What follows belongs to an exercise in optimizing a design on an open flow for small area, a short achievable clock period and few clock cycles; a production flow would make more cautious choices.
For this run, only the layout was checked, not whether the RTL still works.

### config.mk
export PLATFORM = sky130hd
export DESIGN_NAME = maxfinder
export DESIGN_NICKNAME = maxfinder
export VERILOG_FILES = /design/flow/design.v
export SDC_FILE = /design/flow/constraint.sdc
export NUM_CORES = 4
export LEC_CHECK = 0
export CAP_MARGIN = 20
export CORE_MARGIN = 2
export CORE_UTILIZATION = 40
export SLEW_MARGIN = 20
export SYNTH_HIERARCHICAL = 1
export SYNTH_MINIMUM_KEEP_SIZE = 0
### constraint.sdc
create_clock -name core_clock -period 9.0 [get_ports {clk}]
set_input_delay 1.8000 -clock core_clock [delete_from_list [all_inputs] [get_ports {clk}]]
set_output_delay 1.8000 -clock core_clock [all_outputs]
set_load 0.01 [all_outputs]
### design.v
module maxfinder(clk, rst, start, x1, x2, x3, x4, eps, done, result);
input clk, start, rst;
input [4:0] x1, x2, x3, x4, eps;
output done;
output [4:0] result;
reg active;    
reg ph2;       
reg lx;        
reg [3:0] v1, v2, v3, v4;
wire signed [4:0] a1 = active ? {1'b0, v1} : x1;
wire signed [4:0] a2 = active ? {1'b0, v2} : x2;
wire signed [4:0] a3 = active ? {1'b0, v3} : x3;
wire signed [4:0] a4 = active ? {1'b0, v4} : x4;
wire [3:0] n1, n2, n3, n4;
wire signed [6:0] t1 = a2 + a3 + a4;
wire p1_1;
assign p1_1 = eps[0] & t1[0];
wire p1_2;
assign p1_2 = eps[0] & t1[1];
wire p1_3;
assign p1_3 = eps[0] & t1[2];
wire p1_4;
assign p1_4 = eps[0] & t1[3];
wire p1_5;
assign p1_5 = eps[0] & t1[4];
wire p1_6;
assign p1_6 = eps[0] & t1[5];
wire p1_7;
assign p1_7 = ~(eps[0] & t1[6]);
wire p1_8;
assign p1_8 = eps[1] & t1[0];
wire p1_9;
assign p1_9 = eps[1] & t1[1];
wire p1_10;
assign p1_10 = eps[1] & t1[2];
wire p1_11;
assign p1_11 = eps[1] & t1[3];
wire p1_12;
assign p1_12 = eps[1] & t1[4];
wire p1_13;
assign p1_13 = eps[1] & t1[5];
wire p1_14;
assign p1_14 = ~(eps[1] & t1[6]);
wire p1_15;
assign p1_15 = eps[2] & t1[0];
wire p1_16;
assign p1_16 = eps[2] & t1[1];
wire p1_17;
assign p1_17 = eps[2] & t1[2];
wire p1_18;
assign p1_18 = eps[2] & t1[3];
wire p1_19;
assign p1_19 = eps[2] & t1[4];
wire p1_20;
assign p1_20 = eps[2] & t1[5];
wire p1_21;
assign p1_21 = ~(eps[2] & t1[6]);
wire p1_22;
assign p1_22 = eps[3] & t1[0];
wire p1_23;
assign p1_23 = eps[3] & t1[1];
wire p1_24;
assign p1_24 = eps[3] & t1[2];
wire p1_25;
assign p1_25 = eps[3] & t1[3];
wire p1_26;
assign p1_26 = eps[3] & t1[4];
wire p1_27;
assign p1_27 = eps[3] & t1[5];
wire p1_28;
assign p1_28 = ~(eps[3] & t1[6]);
wire [10:0] e1 = {{3{a1[4]}}, a1, 3'b000} + 11'd80;
wire s1_s29;
wire s1_c30;
mf_ha s1_h30 (e1[3], p1_22, s1_s29, s1_c30);
wire s1_s31;
wire s1_c32;
mf_fa s1_f32 (e1[4], ~t1[0], p1_23, s1_s31, s1_c32);
wire s1_s33;
wire s1_c34;
mf_ha s1_h34 (p1_17, p1_11, s1_s33, s1_c34);
wire s1_s35;
wire s1_c36;
mf_fa s1_f36 (e1[5], ~t1[1], p1_24, s1_s35, s1_c36);
wire s1_s37;
wire s1_c38;
mf_fa s1_f38 (p1_18, p1_12, p1_6, s1_s37, s1_c38);
wire s1_s39;
wire s1_c40;
mf_fa s1_f40 (e1[6], ~t1[2], p1_25, s1_s39, s1_c40);
wire s1_s41;
wire s1_c42;
mf_fa s1_f42 (p1_19, p1_13, p1_7, s1_s41, s1_c42);
wire s1_s43;
wire s1_c44;
mf_fa s1_f44 (e1[7], ~t1[3], p1_26, s1_s43, s1_c44);
wire s1_s45;
wire s1_c46;
mf_ha s1_h46 (p1_20, p1_14, s1_s45, s1_c46);
wire s1_s47;
wire s1_c48;
mf_fa s1_f48 (e1[8], ~t1[4], p1_27, s1_s47, s1_c48);
wire s1_s49;
wire s1_c50;
mf_ha s1_h50 (p1_16, p1_10, s1_s49, s1_c50);
wire s1_s51;
wire s1_c52;
mf_fa s1_f52 (s1_c30, p1_5, s1_s31, s1_s51, s1_c52);
wire s1_s53;
wire s1_c54;
mf_fa s1_f54 (s1_c32, s1_c34, s1_s35, s1_s53, s1_c54);
wire s1_s55;
wire s1_c56;
mf_fa s1_f56 (s1_c36, s1_s39, s1_c38, s1_s55, s1_c56);
wire s1_s57;
wire s1_c58;
mf_fa s1_f58 (s1_c40, s1_s43, s1_s45, s1_s57, s1_c58);
wire s1_s59;
wire s1_c60;
mf_fa s1_f60 (s1_c44, p1_21, s1_s47, s1_s59, s1_c60);
wire s1_s61;
wire s1_c62;
mf_fa s1_f62 (e1[9], ~t1[5], s1_c48, s1_s61, s1_c62);
wire s1_s63;
wire s1_c64;
mf_ha s1_h64 (p1_15, p1_9, s1_s63, s1_c64);
wire s1_s65;
wire s1_c66;
mf_fa s1_f66 (s1_s29, p1_4, s1_s49, s1_s65, s1_c66);
wire s1_s67;
wire s1_c68;
mf_fa s1_f68 (s1_c50, s1_s33, s1_s51, s1_s67, s1_c68);
wire s1_s69;
wire s1_c70;
mf_fa s1_f70 (s1_c52, s1_s37, s1_s53, s1_s69, s1_c70);
wire s1_s71;
wire s1_c72;
mf_fa s1_f72 (s1_c54, s1_s55, s1_s41, s1_s71, s1_c72);
wire s1_s73;
wire s1_c74;
mf_fa s1_f74 (s1_c56, s1_c42, s1_s57, s1_s73, s1_c74);
wire s1_s75;
wire s1_c76;
mf_fa s1_f76 (s1_c46, s1_s59, s1_c58, s1_s75, s1_c76);
wire s1_s77;
wire s1_c78;
mf_fa s1_f78 (p1_28, s1_c60, s1_s61, s1_s77, s1_c78);
wire s1_s79;
wire s1_c80;
mf_fa s1_f80 (e1[10], t1[6], s1_c62, s1_s79, s1_c80);
wire [10:0] s1_ = {s1_c78, s1_c76, s1_c74, s1_c72, s1_c70, s1_c68, s1_c66, s1_c64, s1_s63, p1_8, p1_1} + {s1_s79, s1_s77, s1_s75, s1_s73, s1_s71, s1_s69, s1_s67, s1_s65, p1_3, p1_2, 1'b0};
assign n1 = s1_[10] ? 4'd0 : s1_[6:3];
wire signed [6:0] t2 = a1 + a3 + a4;
wire p2_81;
assign p2_81 = eps[0] & t2[0];
wire p2_82;
assign p2_82 = eps[0] & t2[1];
wire p2_83;
assign p2_83 = eps[0] & t2[2];
wire p2_84;
assign p2_84 = eps[0] & t2[3];
wire p2_85;
assign p2_85 = eps[0] & t2[4];
wire p2_86;
assign p2_86 = eps[0] & t2[5];
wire p2_87;
assign p2_87 = ~(eps[0] & t2[6]);
wire p2_88;
assign p2_88 = eps[1] & t2[0];
wire p2_89;
assign p2_89 = eps[1] & t2[1];
wire p2_90;
assign p2_90 = eps[1] & t2[2];
wire p2_91;
assign p2_91 = eps[1] & t2[3];
wire p2_92;
assign p2_92 = eps[1] & t2[4];
wire p2_93;
assign p2_93 = eps[1] & t2[5];
wire p2_94;
assign p2_94 = ~(eps[1] & t2[6]);
wire p2_95;
assign p2_95 = eps[2] & t2[0];
wire p2_96;
assign p2_96 = eps[2] & t2[1];
wire p2_97;
assign p2_97 = eps[2] & t2[2];
wire p2_98;
assign p2_98 = eps[2] & t2[3];
wire p2_99;
assign p2_99 = eps[2] & t2[4];
wire p2_100;
assign p2_100 = eps[2] & t2[5];
wire p2_101;
assign p2_101 = ~(eps[2] & t2[6]);
wire p2_102;
assign p2_102 = eps[3] & t2[0];
wire p2_103;
assign p2_103 = eps[3] & t2[1];
wire p2_104;
assign p2_104 = eps[3] & t2[2];
wire p2_105;
assign p2_105 = eps[3] & t2[3];
wire p2_106;
assign p2_106 = eps[3] & t2[4];
wire p2_107;
assign p2_107 = eps[3] & t2[5];
wire p2_108;
assign p2_108 = ~(eps[3] & t2[6]);
wire [10:0] e2 = {{3{a2[4]}}, a2, 3'b000} + 11'd80;
wire s2_s109;
wire s2_c110;
mf_ha s2_h110 (e2[3], p2_102, s2_s109, s2_c110);
wire s2_s111;
wire s2_c112;
mf_fa s2_f112 (e2[4], ~t2[0], p2_103, s2_s111, s2_c112);
wire s2_s113;
wire s2_c114;
mf_ha s2_h114 (p2_97, p2_91, s2_s113, s2_c114);
wire s2_s115;
wire s2_c116;
mf_fa s2_f116 (e2[5], ~t2[1], p2_104, s2_s115, s2_c116);
wire s2_s117;
wire s2_c118;
mf_fa s2_f118 (p2_98, p2_92, p2_86, s2_s117, s2_c118);
wire s2_s119;
wire s2_c120;
mf_fa s2_f120 (e2[6], ~t2[2], p2_105, s2_s119, s2_c120);
wire s2_s121;
wire s2_c122;
mf_fa s2_f122 (p2_99, p2_93, p2_87, s2_s121, s2_c122);
wire s2_s123;
wire s2_c124;
mf_fa s2_f124 (e2[7], ~t2[3], p2_106, s2_s123, s2_c124);
wire s2_s125;
wire s2_c126;
mf_ha s2_h126 (p2_100, p2_94, s2_s125, s2_c126);
wire s2_s127;
wire s2_c128;
mf_fa s2_f128 (e2[8], ~t2[4], p2_107, s2_s127, s2_c128);
wire s2_s129;
wire s2_c130;
mf_ha s2_h130 (p2_96, p2_90, s2_s129, s2_c130);
wire s2_s131;
wire s2_c132;
mf_fa s2_f132 (s2_c110, p2_85, s2_s111, s2_s131, s2_c132);
wire s2_s133;
wire s2_c134;
mf_fa s2_f134 (s2_c112, s2_c114, s2_s115, s2_s133, s2_c134);
wire s2_s135;
wire s2_c136;
mf_fa s2_f136 (s2_c116, s2_s119, s2_c118, s2_s135, s2_c136);
wire s2_s137;
wire s2_c138;
mf_fa s2_f138 (s2_c120, s2_s123, s2_s125, s2_s137, s2_c138);
wire s2_s139;
wire s2_c140;
mf_fa s2_f140 (s2_c124, p2_101, s2_s127, s2_s139, s2_c140);
wire s2_s141;
wire s2_c142;
mf_fa s2_f142 (e2[9], ~t2[5], s2_c128, s2_s141, s2_c142);
wire s2_s143;
wire s2_c144;
mf_ha s2_h144 (p2_95, p2_89, s2_s143, s2_c144);
wire s2_s145;
wire s2_c146;
mf_fa s2_f146 (s2_s109, p2_84, s2_s129, s2_s145, s2_c146);
wire s2_s147;
wire s2_c148;
mf_fa s2_f148 (s2_c130, s2_s113, s2_s131, s2_s147, s2_c148);
wire s2_s149;
wire s2_c150;
mf_fa s2_f150 (s2_c132, s2_s117, s2_s133, s2_s149, s2_c150);
wire s2_s151;
wire s2_c152;
mf_fa s2_f152 (s2_c134, s2_s135, s2_s121, s2_s151, s2_c152);
wire s2_s153;
wire s2_c154;
mf_fa s2_f154 (s2_c136, s2_c122, s2_s137, s2_s153, s2_c154);
wire s2_s155;
wire s2_c156;
mf_fa s2_f156 (s2_c126, s2_s139, s2_c138, s2_s155, s2_c156);
wire s2_s157;
wire s2_c158;
mf_fa s2_f158 (p2_108, s2_c140, s2_s141, s2_s157, s2_c158);
wire s2_s159;
wire s2_c160;
mf_fa s2_f160 (e2[10], t2[6], s2_c142, s2_s159, s2_c160);
wire [10:0] s2_ = {s2_c158, s2_c156, s2_c154, s2_c152, s2_c150, s2_c148, s2_c146, s2_c144, s2_s143, p2_88, p2_81} + {s2_s159, s2_s157, s2_s155, s2_s153, s2_s151, s2_s149, s2_s147, s2_s145, p2_83, p2_82, 1'b0};
assign n2 = s2_[10] ? 4'd0 : s2_[6:3];
wire signed [6:0] t3 = a1 + a2 + a4;
wire p3_161;
assign p3_161 = eps[0] & t3[0];
wire p3_162;
assign p3_162 = eps[0] & t3[1];
wire p3_163;
assign p3_163 = eps[0] & t3[2];
wire p3_164;
assign p3_164 = eps[0] & t3[3];
wire p3_165;
assign p3_165 = eps[0] & t3[4];
wire p3_166;
assign p3_166 = eps[0] & t3[5];
wire p3_167;
assign p3_167 = ~(eps[0] & t3[6]);
wire p3_168;
assign p3_168 = eps[1] & t3[0];
wire p3_169;
assign p3_169 = eps[1] & t3[1];
wire p3_170;
assign p3_170 = eps[1] & t3[2];
wire p3_171;
assign p3_171 = eps[1] & t3[3];
wire p3_172;
assign p3_172 = eps[1] & t3[4];
wire p3_173;
assign p3_173 = eps[1] & t3[5];
wire p3_174;
assign p3_174 = ~(eps[1] & t3[6]);
wire p3_175;
assign p3_175 = eps[2] & t3[0];
wire p3_176;
assign p3_176 = eps[2] & t3[1];
wire p3_177;
assign p3_177 = eps[2] & t3[2];
wire p3_178;
assign p3_178 = eps[2] & t3[3];
wire p3_179;
assign p3_179 = eps[2] & t3[4];
wire p3_180;
assign p3_180 = eps[2] & t3[5];
wire p3_181;
assign p3_181 = ~(eps[2] & t3[6]);
wire p3_182;
assign p3_182 = eps[3] & t3[0];
wire p3_183;
assign p3_183 = eps[3] & t3[1];
wire p3_184;
assign p3_184 = eps[3] & t3[2];
wire p3_185;
assign p3_185 = eps[3] & t3[3];
wire p3_186;
assign p3_186 = eps[3] & t3[4];
wire p3_187;
assign p3_187 = eps[3] & t3[5];
wire p3_188;
assign p3_188 = ~(eps[3] & t3[6]);
wire [10:0] e3 = {{3{a3[4]}}, a3, 3'b000} + 11'd80;
wire s3_s189;
wire s3_c190;
mf_ha s3_h190 (e3[3], p3_182, s3_s189, s3_c190);
wire s3_s191;
wire s3_c192;
mf_fa s3_f192 (e3[4], ~t3[0], p3_183, s3_s191, s3_c192);
wire s3_s193;
wire s3_c194;
mf_ha s3_h194 (p3_177, p3_171, s3_s193, s3_c194);
wire s3_s195;
wire s3_c196;
mf_fa s3_f196 (e3[5], ~t3[1], p3_184, s3_s195, s3_c196);
wire s3_s197;
wire s3_c198;
mf_fa s3_f198 (p3_178, p3_172, p3_166, s3_s197, s3_c198);
wire s3_s199;
wire s3_c200;
mf_fa s3_f200 (e3[6], ~t3[2], p3_185, s3_s199, s3_c200);
wire s3_s201;
wire s3_c202;
mf_fa s3_f202 (p3_179, p3_173, p3_167, s3_s201, s3_c202);
wire s3_s203;
wire s3_c204;
mf_fa s3_f204 (e3[7], ~t3[3], p3_186, s3_s203, s3_c204);
wire s3_s205;
wire s3_c206;
mf_ha s3_h206 (p3_180, p3_174, s3_s205, s3_c206);
wire s3_s207;
wire s3_c208;
mf_fa s3_f208 (e3[8], ~t3[4], p3_187, s3_s207, s3_c208);
wire s3_s209;
wire s3_c210;
mf_ha s3_h210 (p3_176, p3_170, s3_s209, s3_c210);
wire s3_s211;
wire s3_c212;
mf_fa s3_f212 (s3_c190, p3_165, s3_s191, s3_s211, s3_c212);
wire s3_s213;
wire s3_c214;
mf_fa s3_f214 (s3_c192, s3_c194, s3_s195, s3_s213, s3_c214);
wire s3_s215;
wire s3_c216;
mf_fa s3_f216 (s3_c196, s3_s199, s3_c198, s3_s215, s3_c216);
wire s3_s217;
wire s3_c218;
mf_fa s3_f218 (s3_c200, s3_s203, s3_s205, s3_s217, s3_c218);
wire s3_s219;
wire s3_c220;
mf_fa s3_f220 (s3_c204, p3_181, s3_s207, s3_s219, s3_c220);
wire s3_s221;
wire s3_c222;
mf_fa s3_f222 (e3[9], ~t3[5], s3_c208, s3_s221, s3_c222);
wire s3_s223;
wire s3_c224;
mf_ha s3_h224 (p3_175, p3_169, s3_s223, s3_c224);
wire s3_s225;
wire s3_c226;
mf_fa s3_f226 (s3_s189, p3_164, s3_s209, s3_s225, s3_c226);
wire s3_s227;
wire s3_c228;
mf_fa s3_f228 (s3_c210, s3_s193, s3_s211, s3_s227, s3_c228);
wire s3_s229;
wire s3_c230;
mf_fa s3_f230 (s3_c212, s3_s197, s3_s213, s3_s229, s3_c230);
wire s3_s231;
wire s3_c232;
mf_fa s3_f232 (s3_c214, s3_s215, s3_s201, s3_s231, s3_c232);
wire s3_s233;
wire s3_c234;
mf_fa s3_f234 (s3_c216, s3_c202, s3_s217, s3_s233, s3_c234);
wire s3_s235;
wire s3_c236;
mf_fa s3_f236 (s3_c206, s3_s219, s3_c218, s3_s235, s3_c236);
wire s3_s237;
wire s3_c238;
mf_fa s3_f238 (p3_188, s3_c220, s3_s221, s3_s237, s3_c238);
wire s3_s239;
wire s3_c240;
mf_fa s3_f240 (e3[10], t3[6], s3_c222, s3_s239, s3_c240);
wire [10:0] s3_ = {s3_c238, s3_c236, s3_c234, s3_c232, s3_c230, s3_c228, s3_c226, s3_c224, s3_s223, p3_168, p3_161} + {s3_s239, s3_s237, s3_s235, s3_s233, s3_s231, s3_s229, s3_s227, s3_s225, p3_163, p3_162, 1'b0};
assign n3 = s3_[10] ? 4'd0 : s3_[6:3];
wire signed [6:0] t4 = a1 + a2 + a3;
wire p4_241;
assign p4_241 = eps[0] & t4[0];
wire p4_242;
assign p4_242 = eps[0] & t4[1];
wire p4_243;
assign p4_243 = eps[0] & t4[2];
wire p4_244;
assign p4_244 = eps[0] & t4[3];
wire p4_245;
assign p4_245 = eps[0] & t4[4];
wire p4_246;
assign p4_246 = eps[0] & t4[5];
wire p4_247;
assign p4_247 = ~(eps[0] & t4[6]);
wire p4_248;
assign p4_248 = eps[1] & t4[0];
wire p4_249;
assign p4_249 = eps[1] & t4[1];
wire p4_250;
assign p4_250 = eps[1] & t4[2];
wire p4_251;
assign p4_251 = eps[1] & t4[3];
wire p4_252;
assign p4_252 = eps[1] & t4[4];
wire p4_253;
assign p4_253 = eps[1] & t4[5];
wire p4_254;
assign p4_254 = ~(eps[1] & t4[6]);
wire p4_255;
assign p4_255 = eps[2] & t4[0];
wire p4_256;
assign p4_256 = eps[2] & t4[1];
wire p4_257;
assign p4_257 = eps[2] & t4[2];
wire p4_258;
assign p4_258 = eps[2] & t4[3];
wire p4_259;
assign p4_259 = eps[2] & t4[4];
wire p4_260;
assign p4_260 = eps[2] & t4[5];
wire p4_261;
assign p4_261 = ~(eps[2] & t4[6]);
wire p4_262;
assign p4_262 = eps[3] & t4[0];
wire p4_263;
assign p4_263 = eps[3] & t4[1];
wire p4_264;
assign p4_264 = eps[3] & t4[2];
wire p4_265;
assign p4_265 = eps[3] & t4[3];
wire p4_266;
assign p4_266 = eps[3] & t4[4];
wire p4_267;
assign p4_267 = eps[3] & t4[5];
wire p4_268;
assign p4_268 = ~(eps[3] & t4[6]);
wire [10:0] e4 = {{3{a4[4]}}, a4, 3'b000} + 11'd80;
wire s4_s269;
wire s4_c270;
mf_ha s4_h270 (e4[3], p4_262, s4_s269, s4_c270);
wire s4_s271;
wire s4_c272;
mf_fa s4_f272 (e4[4], ~t4[0], p4_263, s4_s271, s4_c272);
wire s4_s273;
wire s4_c274;
mf_ha s4_h274 (p4_257, p4_251, s4_s273, s4_c274);
wire s4_s275;
wire s4_c276;
mf_fa s4_f276 (e4[5], ~t4[1], p4_264, s4_s275, s4_c276);
wire s4_s277;
wire s4_c278;
mf_fa s4_f278 (p4_258, p4_252, p4_246, s4_s277, s4_c278);
wire s4_s279;
wire s4_c280;
mf_fa s4_f280 (e4[6], ~t4[2], p4_265, s4_s279, s4_c280);
wire s4_s281;
wire s4_c282;
mf_fa s4_f282 (p4_259, p4_253, p4_247, s4_s281, s4_c282);
wire s4_s283;
wire s4_c284;
mf_fa s4_f284 (e4[7], ~t4[3], p4_266, s4_s283, s4_c284);
wire s4_s285;
wire s4_c286;
mf_ha s4_h286 (p4_260, p4_254, s4_s285, s4_c286);
wire s4_s287;
wire s4_c288;
mf_fa s4_f288 (e4[8], ~t4[4], p4_267, s4_s287, s4_c288);
wire s4_s289;
wire s4_c290;
mf_ha s4_h290 (p4_256, p4_250, s4_s289, s4_c290);
wire s4_s291;
wire s4_c292;
mf_fa s4_f292 (s4_c270, p4_245, s4_s271, s4_s291, s4_c292);
wire s4_s293;
wire s4_c294;
mf_fa s4_f294 (s4_c272, s4_c274, s4_s275, s4_s293, s4_c294);
wire s4_s295;
wire s4_c296;
mf_fa s4_f296 (s4_c276, s4_s279, s4_c278, s4_s295, s4_c296);
wire s4_s297;
wire s4_c298;
mf_fa s4_f298 (s4_c280, s4_s283, s4_s285, s4_s297, s4_c298);
wire s4_s299;
wire s4_c300;
mf_fa s4_f300 (s4_c284, p4_261, s4_s287, s4_s299, s4_c300);
wire s4_s301;
wire s4_c302;
mf_fa s4_f302 (e4[9], ~t4[5], s4_c288, s4_s301, s4_c302);
wire s4_s303;
wire s4_c304;
mf_ha s4_h304 (p4_255, p4_249, s4_s303, s4_c304);
wire s4_s305;
wire s4_c306;
mf_fa s4_f306 (s4_s269, p4_244, s4_s289, s4_s305, s4_c306);
wire s4_s307;
wire s4_c308;
mf_fa s4_f308 (s4_c290, s4_s273, s4_s291, s4_s307, s4_c308);
wire s4_s309;
wire s4_c310;
mf_fa s4_f310 (s4_c292, s4_s277, s4_s293, s4_s309, s4_c310);
wire s4_s311;
wire s4_c312;
mf_fa s4_f312 (s4_c294, s4_s295, s4_s281, s4_s311, s4_c312);
wire s4_s313;
wire s4_c314;
mf_fa s4_f314 (s4_c296, s4_c282, s4_s297, s4_s313, s4_c314);
wire s4_s315;
wire s4_c316;
mf_fa s4_f316 (s4_c286, s4_s299, s4_c298, s4_s315, s4_c316);
wire s4_s317;
wire s4_c318;
mf_fa s4_f318 (p4_268, s4_c300, s4_s301, s4_s317, s4_c318);
wire s4_s319;
wire s4_c320;
mf_fa s4_f320 (e4[10], t4[6], s4_c302, s4_s319, s4_c320);
wire [10:0] s4_ = {s4_c318, s4_c316, s4_c314, s4_c312, s4_c310, s4_c308, s4_c306, s4_c304, s4_s303, p4_248, p4_241} + {s4_s319, s4_s317, s4_s315, s4_s313, s4_s311, s4_s309, s4_s307, s4_s305, p4_243, p4_242, 1'b0};
assign n4 = s4_[10] ? 4'd0 : s4_[6:3];
function lt2(input f1, f2, f3, f4);
    lt2 = !((f1 & (f2 | f3 | f4)) | (f2 & (f3 | f4)) | (f3 & f4));
endfunction
wire z1 = |v1, z2 = |v2, z3 = |v3, z4 = |v4;
wire g12 = v1 > v2, e12 = v1 == v2;
wire g34 = v3 > v4, e34 = v3 == v4;
wire [3:0] w12 = g12 ? v1 : v2;
wire [3:0] w34 = g34 ? v3 : v4;
wire gf = w12 > w34, ef = w12 == w34;
wire [3:0] vmax = gf ? w12 : w34;
wire u1 = gf & g12;
wire u2 = gf & !g12 & !e12;
wire u3 = !gf & !ef & g34;
wire u4 = !gf & !ef & !g34 & !e34;
wire uniq = u1 | u2 | u3 | u4;
wire [5:0] sv = v1 + v2 + v3 + v4;
wire known = eps[3] & (!uniq | ({vmax, 1'b0} > sv));
wire k1 = lx ? z1 : u1;
wire k2 = lx ? z2 : u2;
wire k3 = lx ? z3 : u3;
wire k4 = lx ? z4 : u4;
assign done = active & (ph2 | lx | known | lt2(z1, z2, z3, z4));
assign result = ({5{k1}} & x1) | ({5{k2}} & x2) | ({5{k3}} & x3) | ({5{k4}} & x4);
always @(posedge clk) begin
    v1 <= n1; v2 <= n2; v3 <= n3; v4 <= n4;
    lx <= !active & lt2(|a1, |a2, |a3, |a4);
    if (rst) begin
        active <= 1'b0;
        ph2 <= 1'b0;
    end else begin
        active <= active ? !done : start;
        ph2 <= active & !done;
    end
end
endmodule
module mf_fa(input a, b, c, output s, co);
assign s = a ^ b ^ c;
assign co = (a & b) | (a & c) | (b & c);
endmodule
module mf_ha(input a, b, output s, co);
assign s = a ^ b;
assign co = a & b;
endmodule
### flow/run.sh
#!/bin/bash
export BUFFER_PORTS_ARGS="-buffer_cell sky130_fd_sc_hd__buf_2"
cp standard.sh standard_copy.sh.txt
bash standard.sh > standard.log 2>&1
### standard.sh
#!/bin/bash
# synth_recipe.tcl (not shown) runs the flow's synth.tcl, then flattens the netlist and writes it again
# the make line also repeats each setting of config.mk as NAME=value (left out here)
make -C /OpenROAD-flow-scripts/flow DESIGN_CONFIG=/design/flow/config.mk WORK_HOME=/design/flow/orfs CLKGATE_MAP_FILE= SYNTH_SCRIPT=/design/flow/synth_recipe.tcl "${@:-finish}"
==> summary.txt <==
status=timing/DRC/antenna clean; Clock Pin Slew Worst Setup and Hold Paths=0.06 ns; IO Pins=34; drt total wl=16000 um; Final min period=7.17 ns; FFs w/ async S/R, synth=0%; Yosys reg bits=19; Die H=134 um; slew margin rel.=35.2%; vias in the first global route=5457; worst setup path class=input port to register; Least-Margin Pin Slew=0.970 ns; final period utilization=79.7%; syn_nets=944; Util after Layout=43.7%; Final Hold Violating Endpoints=0; fillers=1598; TritonCTS clock tree=yes; die area=18100 um^2; Setup crit end kind=register; Critical Path Start Type=input port; Final Slew Violations=0; Max-Cap Viols=0; Core Box Area=16600 um^2; pre-CTS WS=1.63 ns; most frequent cells in the layout=107 x fa_1, 104 x ha_1, 95 x and2_1; Post-DP HPWL=13600 um; Max Clk Rate=139 MHz; Clock Root Buffer=clkbuf_16; Crit-path slowest cell=fa_1; unrepaired setup endpoints after global routing=no; Worst path max stage delay=0.66 ns; WHS Path Cells=3; yosys warns=7; number of remaining DRC errors=0; first-iteration detailed-routing DRC count=203; Most Frequent Cell on Critical Path=fa_1; critical-path cell list=buf_2 -> mux2i_1 -> inv_1 -> fa_1 -> inv_1 -> fa_1 -> inv_1 -> a21oi_1 -> o21bai_1 -> xor2_1 -> and2_1 -> fa_1 -> fa_1 -> fa_1 -> ha_1 -> a21oi_1 -> nor2_1 -> a211oi_1 -> o21ai_1 -> xnor2_1 -> and2_1; CTS Hold Buffers Added=0; Final WS setup=1.83 ns; Ant. Diodes=0; FP Rows=47; Post-synth EDFFs=0; synthesized area per cell=9.66 um^2; clock latency on the worst-skew pair=0.26 ns; CTS Buf Count=3; Layout area overhead=6.70%; Data required, critical path=9.20 ns; R2R setup slack=2.57 ns; H-tree depth=1; Reg2Reg Capture Point=v4[2]; GP Congestion=0.896; CP Buf/Inv Count=4; mapped cell area=6810 um^2; final setup TNS=0 ns; maximum root-to-sink buffer count=2; global-route wire length before repair=26900 um; Die W=134 um; post-synthesis cell type count=57; post-CTS setup buffers=0; Wirelength per Cell=16.8 um; GR Overflow Total=0; Worst Clk Skew=0.00838 ns; hold crit path type=register to register; Post-synth top flop=dfxtp_1; Vias=5112; Worst Hold Endpoint=ph2; register area share after synthesis=5.58%; post-cts resize count=0; final setup violation count=0; worst r2r src=active; Syn Inst Count=705; post-layout net count=969; # port buffers=32; first drt pass iteration count=6; HP Start=ph2; largest net degree at the start of global routing=32; initial antenna violation count=0; post-layout instance area=7270 um^2; depth of the most critical reg-to-reg path=21; ANT nets after route=0; Post-DP Area=7190 um^2; most common cell after layout, fill and taps aside=fa_1; GRT Util Overall=18.4%; cell family with most CP delay=adder cells; vias per cell=5.39; Worst Path Arrival=7.37 ns; clock sinks=19; CP Max Fanout=5; Initial Utilization=40.9%; ratio of cells with drive above 1 in the final layout=8.50%
-- cells by family (layout without fill, tap and decap cells) --
| group | Yosys count | after routing | synth area share, % |
|---|---|---|---|
| compound gates | 103 | 103 | 10.7 |
| flops | 19 | 19 | 5.58 |
| fa+ha+maj | 211 | 211 | 50.6 |
| mux | 25 | 25 | 3.97 |
| simple gates | 222 | 222 | 18.4 |
| xor+xnor | 49 | 49 | 6.30 |
| buf+inv | 76 | 100 | 4.50 |
-- layout make-up --
class	count	area [um^2]	area share, %
multi-input cells	610	6120	84.3
flip-flops and latches	19	380	5.23
well taps	220	275	3.79
inverters	62	233	3.20
repair buffers	34	175	2.41
clock buffers	3	75.1	1.03
clock inverters	1	5.00	0.0689
-- synthesized netlist by cell type, types with 3 or more instances --
cell type / count / share of area, %
a211oi_1: 4 / 0.44
a21o_1: 13 / 1.4
a21oi_1: 34 / 2.5
a222oi_1: 5 / 0.73
a31oi_1: 3 / 0.28
and2_1: 95 / 8.7
and3_1: 6 / 0.55
clkbuf_1: 9 / 0.50
dfxtp_1: 19 / 5.6
fa_1: 107 / 31
ha_1: 104 / 19
inv_1: 62 / 3.4
mux2_2: 8 / 1.3
mux2i_1: 15 / 2.2
nand2_1: 47 / 2.6
nand2b_1: 3 / 0.28
nand3_1: 7 / 0.51
nand4_1: 5 / 0.46
nor2_1: 20 / 1.1
nor2b_1: 17 / 1.6
nor3b_1: 4 / 0.44
nor4_1: 4 / 0.37
o2111ai_1: 3 / 0.39
o211ai_1: 4 / 0.44
o21ai_0: 7 / 0.51
o21ai_1: 8 / 0.59
o21bai_1: 6 / 0.66
xnor2_1: 33 / 4.2
xor2_1: 16 / 2.1
-- worst max path at each step --
stage,cells past startpoint,startpoint,slack (ns),endpoint
3_5_place_dp,21,x1[1],1.63,v4[2]
2_1_floorplan,15,x1[0],2.44,v3[3]
5_1_grt,23,x2[1],1.46,v4[1]
6_report,21,x1[1],1.83,v4[2]
4_1_cts,21,x1[1],1.88,v4[2]
3_3_place_gp,20,x1[1],1.71,v3[3]
-- sequential cells by signal, indices dropped and copies added, names as in the netlist --
signal  count
v1          4
v3          4
active      1
ph2         1
lx          1
v2          4
v4          4
-- per-layer routing --
layer | vias up | GRT usage (%) | routed length, um
met3 | 21 | 0.938 | 578
met4 | 0 | 4.85 | 248
met5 | - | 0 | 0
met2 | 108 | 32.1 | 7770
met1 | 2548 | 25.1 | 7390
li1 | 2435 | - | -
-- through the flow --
step | cells | hold WS [ns]
floorplan | 705 | 0.497
CTS | 949 | 0.564
global route | 949 | 0.618
global placement | 945 | 0.560
detailed placement | 945 | 0.553
finish | 949 | 0.574
-- tightest hold or removal path, delay by kind of cell (launching register included) --
family / cells / cell delay, ns
and+or+nand+nor: 1 / 0.11
DFF: 1 / 0.31
AOI/OAI and AO/OA: 2 / 0.10
-- modules after synthesis, one instance, submodules excluded --
| module | flip-flops and latches | area, um^2 |
|---|---|---|
| maxfinder | 19 | 4880 |
| mf_fa | 0 | 20.0 |
| mf_ha | 0 | 12.5 |

==> afterwards: timing with drivers on the ports <==
The flow's constraints put no driver on any port. The routed layout listed below was extracted and timed again, unchanged, in two steps.
Step 1, drivers: a clkbuf_16 drives clk and a buf_2 each remaining input, both assumed.
Step 2 adds t to the input delays and takes it off the output delays; t is the mean of the earliest and latest rising clock arrival at the registers after step 1. Input paths then give back, and output paths get back, about the clock's delay inside the block.
Slacks: ideal ports / drivers / drivers and shift; pairs: ideal ports / drivers.
t, ns: 0.288
setup WS [ns]: 1.829 / 1.836 / 1.548
worst hold slack (ns): 0.574 / 0.574 / 0.574
After both steps setup and hold are still met in this run. The setup slack of this run moves by +0.007 ns with the drivers and by -0.281 ns with both steps.
